This is an optimization exercise on Yosys and OpenROAD, whose aim is small area, a short achievable clock period and few clock cycles per item, not a production implementation. Only simulation tests tie the RTL to the original design; equivalence was not proved.

Setup of 09-03:
==> flow/design.v <==
module MulDiv(input clk, input reset,
    output io_req_ready,
    input  io_req_valid,
    input [3:0] io_req_bits_fn,
    input  io_req_bits_dw,
    input [63:0] io_req_bits_in1,
    input [63:0] io_req_bits_in2,
    input [4:0] io_req_bits_tag,
    input  io_kill,
    input  io_resp_ready,
    output io_resp_valid,
    output[63:0] io_resp_bits_data,
    output[4:0] io_resp_bits_tag
);
  localparam S_IDLE = 4'd0, S_MUL = 4'd1, S_MFIN = 4'd2, S_MCOR = 4'd3,
             S_NORM = 4'd4, S_DIV = 4'd5, S_FIX = 4'd6, S_DONE = 4'd7,
             S_MRES = 4'd8;
  reg [3:0] state;
  reg [65:0] R;      
  reg [65:0] C;      
  reg [64:0] D;      
  reg [63:0] Q;      
  reg [7:0] CL;      
  reg [6:0] cnt;
  reg [4:0] tag;
  reg cl;            
  reg [3:0] bOne, bTwo, bNeg;    
  reg isHi, isW, mulW, corr, negA, negB, cinR, outQ, needFix;
  reg [6:0] la, lb;  
  wire [3:0] fn = io_req_bits_fn;
  wire dw = io_req_bits_dw;
  wire cmdMul = fn[3] | ~fn[2];
  wire cmdHi = ((fn & 4'h5) == 4'h1) | fn[1] | fn[3];
  wire rhsSigned = ((fn & 4'h9) == 4'h0) | ~fn[2];
  wire lhsSigned = rhsSigned | ((fn & 4'h3) == 4'h0);
  wire [63:0] a_ext = dw ? io_req_bits_in1 : {{32{lhsSigned & io_req_bits_in1[31]}}, io_req_bits_in1[31:0]};
  wire [63:0] b_ext = dw ? io_req_bits_in2 : {{32{rhsSigned & io_req_bits_in2[31]}}, io_req_bits_in2[31:0]};
  wire sA = lhsSigned & a_ext[63];
  wire sB = rhsSigned & b_ext[63];
  function [6:0] bitlen;
    input [63:0] x;
    reg [31:0] v1, p1; reg [15:0] v2; reg [31:0] p2; reg [7:0] v3; reg [23:0] p3;
    reg [3:0] v4; reg [15:0] p4; reg [1:0] v5; reg [9:0] p5; reg [5:0] p6;
    integer i;
    begin
      for (i = 0; i < 32; i = i + 1) begin v1[i] = x[2*i+1] | x[2*i]; p1[i] = x[2*i+1]; end
      for (i = 0; i < 16; i = i + 1) begin
        v2[i] = v1[2*i+1] | v1[2*i];
        p2[2*i+1] = v1[2*i+1]; p2[2*i] = v1[2*i+1] ? p1[2*i+1] : p1[2*i];
      end
      for (i = 0; i < 8; i = i + 1) begin
        v3[i] = v2[2*i+1] | v2[2*i];
        p3[3*i+2] = v2[2*i+1]; p3[3*i+:2] = v2[2*i+1] ? p2[4*i+2+:2] : p2[4*i+:2];
      end
      for (i = 0; i < 4; i = i + 1) begin
        v4[i] = v3[2*i+1] | v3[2*i];
        p4[4*i+3] = v3[2*i+1]; p4[4*i+:3] = v3[2*i+1] ? p3[6*i+3+:3] : p3[6*i+:3];
      end
      for (i = 0; i < 2; i = i + 1) begin
        v5[i] = v4[2*i+1] | v4[2*i];
        p5[5*i+4] = v4[2*i+1]; p5[5*i+:4] = v4[2*i+1] ? p4[8*i+4+:4] : p4[8*i+:4];
      end
      p6 = {v5[1], v5[1] ? p5[9:5] : p5[4:0]};
      bitlen = (v5[1] | v5[0]) ? {1'b0, p6} + 7'd1 : 7'd0;
    end
  endfunction
  wire [6:0] laIn = bitlen(a_ext ^ {64{sA}}) + {6'd0, sA};
  wire [6:0] lbIn = bitlen(b_ext ^ {64{sB}});
  function [11:0] bdec;    
    input [8:0] mb;        
    integer k;
    reg b0, b1, b2;
    begin
      for (k = 0; k < 4; k = k + 1) begin
        b0 = mb[2*k]; b1 = mb[2*k+1]; b2 = mb[2*k+2];
        bdec[k] = b1 ^ b0;
        bdec[4+k] = (b2 & ~b1 & ~b0) | (~b2 & b1 & b0);
        bdec[8+k] = b2 & ~(b1 & b0);
      end
    end
  endfunction
  wire done = state == S_DONE;
  assign io_req_ready = (state == S_IDLE) | (done & io_resp_ready);
  assign io_resp_valid = done;
  wire fire = io_req_valid & io_req_ready;
  wire [66:0] Dx = {D[64], D[64], D};    
  reg [73:0] pp [0:3];
  reg [73:0] nk;
  integer k;
  always @* begin
    nk = 74'd0;
    nk[65] = 1'b1; nk[67] = 1'b1; nk[69] = 1'b1; nk[71] = 1'b1;    
    for (k = 0; k < 4; k = k + 1) begin : booth
      reg [66:0] mag, row;
      mag = Dx ^ {67{bNeg[k]}};
      row = ({67{bOne[k]}} & mag) | ({67{bTwo[k]}} & {mag[65:0], bNeg[k]});
      row[66] = ~row[66];
      pp[k] = {7'd0, row} << (2*k);
      nk[2*k] = bNeg[k];
    end
  end
  function [147:0] csa;    
    input [73:0] a, b, c;
    begin
      csa[73:0] = a ^ b ^ c;
      csa[147:74] = {((a & b) | (a & c) | (b & c)), 1'b0};
    end
  endfunction
  wire [147:0] l1a = csa({8'd0, R}, {8'd0, C}, nk);
  wire [147:0] l1b = csa(pp[0], pp[1], pp[2]);
  wire [147:0] l2a = csa(l1a[73:0], l1a[147:74], pp[3]);
  wire [147:0] l3a = csa(l2a[73:0], l2a[147:74], l1b[73:0]);
  wire [147:0] l4a = csa(l3a[73:0], l3a[147:74], l1b[147:74]);
  wire [73:0] S  = l4a[73:0];
  wire [73:0] Cy = l4a[147:74];
  wire [8:0] lowfix = {1'b0, Q[63:56]} + {1'b0, CL} + {8'd0, cl};
  wire mulLast = mulW ? (cnt[2:0] == 3'd3) : (cnt[2:0] == 3'd7);
  function [65:0] add66;
    input [65:0] a, b;
    input ci;
    reg [66:0] g, p, G, P, G2, P2;
    integer i, d;
    begin
      g[0] = ci; p[0] = 1'b0;
      for (i = 0; i < 66; i = i + 1) begin g[i+1] = a[i] & b[i]; p[i+1] = a[i] ^ b[i]; end
      G = g; P = p;
      for (d = 1; d < 67; d = d * 2) begin
        G2 = G; P2 = P;
        for (i = 0; i < 67; i = i + 1)
          if ((i / d) % 2 == 1) begin
            G2[i] = G[i] | (P[i] & G[(i/d)*d - 1]);
            P2[i] = P[i] & P[(i/d)*d - 1];
          end
        G = G2; P = P2;
      end
      for (i = 0; i < 66; i = i + 1) add66[i] = p[i+1] ^ G[i];
    end
  endfunction
  wire [65:0] t = add66({2'b0, R[63:0]}, {D[64], D}, cinR);
  wire ge = ~t[64];
  wire [63:0] nIn = (state == S_FIX & outQ) ? Q : R[63:0];
  wire [63:0] nOut = 64'd0 - nIn;
  wire [6:0] sh = la - lb;
  wire bZero = D[63:0] == 64'd0;
  wire qZero = la < lb;
  wire [64:0] Dsh = D << sh;
  always @(posedge clk) begin
    if (reset) begin
      state <= S_IDLE;
    end else if (fire) begin
      state <= cmdMul ? S_MUL : S_NORM;
    end else if (io_kill) begin
      state <= S_IDLE;
    end else begin
      case (state)
        S_MUL:  if (mulLast) state <= isHi ? S_MRES : S_DONE;
        S_MRES: state <= corr ? S_MCOR : S_MFIN;
        S_MCOR: state <= S_MFIN;
        S_MFIN: state <= S_DONE;
        S_NORM: if (bZero | qZero) state <= (isHi ? negA : 1'b0) ? S_FIX : S_DONE;
                else state <= S_DIV;
        S_DIV:  if (cnt == 7'd0) state <= needFix ? S_FIX : S_DONE;
        S_FIX:  state <= S_DONE;
        S_DONE: if (io_resp_ready) state <= S_IDLE;
        default: state <= S_IDLE;
      endcase
    end
    if (fire) begin
      tag <= io_req_bits_tag;
      isHi <= cmdHi;
      isW <= ~dw;
      mulW <= cmdMul & ~dw;
      corr <= cmdMul & cmdHi & ~rhsSigned & io_req_bits_in2[63];
      negA <= sA;
      negB <= sB;
      cinR <= ~sB;
      la <= laIn;
      lb <= lbIn;
      needFix <= ~cmdMul & (cmdHi ? sA : (sA ^ sB));
      outQ <= ~cmdHi;
      cnt <= 7'd0;
      cl <= 1'b0;
      CL <= 8'd0;
      {bNeg, bTwo, bOne} <= bdec({io_req_bits_in2[7:0], 1'b0});
      if (cmdMul) begin
        R <= 66'h20000000000000000;    
        C <= 66'd0;
        D <= {lhsSigned & io_req_bits_in1[63], io_req_bits_in1};
      end else begin
        R <= {2'b0, a_ext};
        D <= {sB, b_ext};
      end
      Q <= io_req_bits_in2;
    end else begin
      case (state)
        S_MUL: begin
          R <= S[73:8];
          C <= Cy[73:8];
          Q <= {S[7:0], lowfix[7:0], Q[55:8]};
          CL <= Cy[7:0];
          cl <= lowfix[8];
          {bNeg, bTwo, bOne} <= bdec(Q[15:7]);
          cnt <= cnt + 7'd1;
        end
        S_MRES: begin
          Q[63:56] <= lowfix[7:0];
          CL <= 8'd0;
          cl <= 1'b0;
          cinR <= lowfix[8];
          if (~corr) D <= C[64:0];
        end
        S_MCOR: begin
          R <= {2'b0, t[63:0]};
          D <= C[64:0];
          cinR <= 1'b0;
        end
        S_MFIN: begin
          R <= {2'b0, t[63:0]};
        end
        S_NORM: begin
          if (negA) R <= {2'b0, nOut};
          D <= negB ? Dsh : ~Dsh;
          cnt <= sh;
          Q <= {64{bZero}};
          if (bZero) needFix <= ~outQ & negA;
        end
        S_DIV: begin
          if (ge) R <= {2'b0, t[63:0]};
          Q <= {Q[62:0], ge};
          D <= {D[64], D[64:1]};
          cnt <= cnt - 7'd1;
        end
        S_FIX: begin
          R <= {2'b0, nOut};
          outQ <= 1'b0;
        end
        default: ;
      endcase
    end
  end
  wire [63:0] Qf = {lowfix[7:0], Q[55:0]};
  wire [63:0] x = outQ ? Qf : R[63:0];
  wire [31:0] x32 = mulW ? Qf[63:32] : x[31:0];
  assign io_resp_bits_data = isW ? {{32{x32[31]}}, x32} : x;
  assign io_resp_bits_tag = tag;
endmodule
==> flow/config.mk <==
export PLATFORM = sky130hd
export DESIGN_NAME = MulDiv
export DESIGN_NICKNAME = MulDiv
export VERILOG_FILES = /design/flow/design.v
export SDC_FILE = /design/flow/constraint.sdc
export NUM_CORES = 4
export LEC_CHECK = 0
export CAP_MARGIN = 20
export CORE_MARGIN = 2
export CORE_UTILIZATION = 55
export PLACE_DENSITY = 0.65
export SETUP_SLACK_MARGIN = 5
export SLEW_MARGIN = 20
==> flow/constraint.sdc <==
create_clock -name core_clock -period 10.0 [get_ports {clk}]
set_input_delay 2.0000 -clock core_clock [delete_from_list [all_inputs] [get_ports {clk}]]
set_output_delay 2.0000 -clock core_clock [all_outputs]
set_load 0.01 [all_outputs]
run.sh (not shown) runs the stock make flow with config.mk's settings and CLKGATE_MAP_FILE= SYNTH_SCRIPT=/design/flow/synth_recipe.tcl, a recipe that flattens the netlist after the stock synthesis.
Testbench counts of 09-03, summed over its fixed seeds: cycles 156,599, ops 16,000.
--- input diff 09-03..05-06 ---
--- a/flow/design.v
+++ b/flow/design.v
@@ -12,15 +12,13 @@
     output[63:0] io_resp_bits_data,
     output[4:0] io_resp_bits_tag
 );
-  localparam S_IDLE = 4'd0, S_MUL = 4'd1, S_MFIN = 4'd2, S_MCOR = 4'd3,
-             S_NORM = 4'd4, S_DIV = 4'd5, S_FIX = 4'd6, S_DONE = 4'd7,
-             S_MRES = 4'd8;
-  reg [3:0] state;
+  localparam S_IDLE = 3'd0, S_MUL = 3'd1, S_MFIN = 3'd2, S_MCOR = 3'd3,
+             S_NORM = 3'd4, S_DIV = 3'd5, S_FIX = 3'd6, S_DONE = 3'd7;
+  reg [2:0] state;
   reg [65:0] R;      
   reg [65:0] C;      
   reg [64:0] D;      
   reg [63:0] Q;      
-  reg [7:0] CL;      
   reg [6:0] cnt;
   reg [4:0] tag;
   reg cl;            
@@ -113,7 +111,7 @@
   wire [147:0] l4a = csa(l3a[73:0], l3a[147:74], l1b[147:74]);
   wire [73:0] S  = l4a[73:0];
   wire [73:0] Cy = l4a[147:74];
-  wire [8:0] lowfix = {1'b0, Q[63:56]} + {1'b0, CL} + {8'd0, cl};
+  wire [8:0] lowsum = {1'b0, S[7:0]} + {1'b0, Cy[7:0]} + {8'd0, cl};
   wire mulLast = mulW ? (cnt[2:0] == 3'd3) : (cnt[2:0] == 3'd7);
   function [65:0] add66;
     input [65:0] a, b;
@@ -153,8 +151,7 @@
       state <= S_IDLE;
     end else begin
       case (state)
-        S_MUL:  if (mulLast) state <= isHi ? S_MRES : S_DONE;
-        S_MRES: state <= corr ? S_MCOR : S_MFIN;
+        S_MUL:  if (mulLast) state <= isHi ? (corr ? S_MCOR : S_MFIN) : S_DONE;
         S_MCOR: state <= S_MFIN;
         S_MFIN: state <= S_DONE;
         S_NORM: if (bZero | qZero) state <= (isHi ? negA : 1'b0) ? S_FIX : S_DONE;
@@ -180,7 +177,6 @@
       outQ <= ~cmdHi;
       cnt <= 7'd0;
       cl <= 1'b0;
-      CL <= 8'd0;
       {bNeg, bTwo, bOne} <= bdec({io_req_bits_in2[7:0], 1'b0});
       if (cmdMul) begin
         R <= 66'h20000000000000000;    
@@ -196,18 +192,12 @@
         S_MUL: begin
           R <= S[73:8];
           C <= Cy[73:8];
-          Q <= {S[7:0], lowfix[7:0], Q[55:8]};
-          CL <= Cy[7:0];
-          cl <= lowfix[8];
+          Q <= {lowsum[7:0], Q[63:8]};
+          cl <= lowsum[8];
+          cinR <= lowsum[8];
+          if (mulLast & ~corr) D <= Cy[72:8];
           {bNeg, bTwo, bOne} <= bdec(Q[15:7]);
           cnt <= cnt + 7'd1;
-        end
-        S_MRES: begin
-          Q[63:56] <= lowfix[7:0];
-          CL <= 8'd0;
-          cl <= 1'b0;
-          cinR <= lowfix[8];
-          if (~corr) D <= C[64:0];
         end
         S_MCOR: begin
           R <= {2'b0, t[63:0]};
@@ -238,7 +228,7 @@
       endcase
     end
   end
-  wire [63:0] Qf = {lowfix[7:0], Q[55:0]};
+  wire [63:0] Qf = Q;
   wire [63:0] x = outQ ? Qf : R[63:0];
   wire [31:0] x32 = mulW ? Qf[63:32] : x[31:0];
   assign io_resp_bits_data = isW ? {{32{x32[31]}}, x32} : x;
--- outcome ---
For the synthesized instance count, 05-06 came in 74 higher than 09-03 did. Relative to 09-03, the flip-flop and latch count of 05-06 is lower by 2.2%. 05-06 vs. 09-03: area of combinational cells with multiple inputs went up by about 1.1%. The run with more routed wire is 09-03, not 05-06. Compared with 09-03, 05-06 shows a higher die boundary width.
Testbench counts of 05-06, summed over its fixed seeds: cycles 154,199, ops 16,000.

static timing again, ports no longer ideal:
The results above use ideal ports. As a check the final layouts listed here were re-extracted and re-timed, cells and wires unchanged. Step 1 sets driving cells, clkbuf_16 on the clock port and buf_2 on the other inputs (assumed; they add their load-dependent delay and slew). Step 2, shift: input delay + t, output delay - t, t = (earliest + latest rising clock arrival at the registers) / 2. This alone moves slack from input paths to output paths. Slacks: ideal / step 1 / step 2; pairs: ideal / step 1.
run	t, ns	setup WS [ns]	worst hold slack (ns)	latest minus earliest clock arrival (ns)
09-03	0.667	4.749 / 4.671 / 4.333	0.477 / 0.477 / 0.477	0.037 / 0.037
05-06	0.676	4.900 / 4.847 / 4.437	0.504 / 0.504 / 0.504	0.051 / 0.050
After both steps every run listed still meets setup and hold. The setup slack of 05-06, which loses most, moves by -0.053 ns with the drivers and by -0.463 ns with both steps.
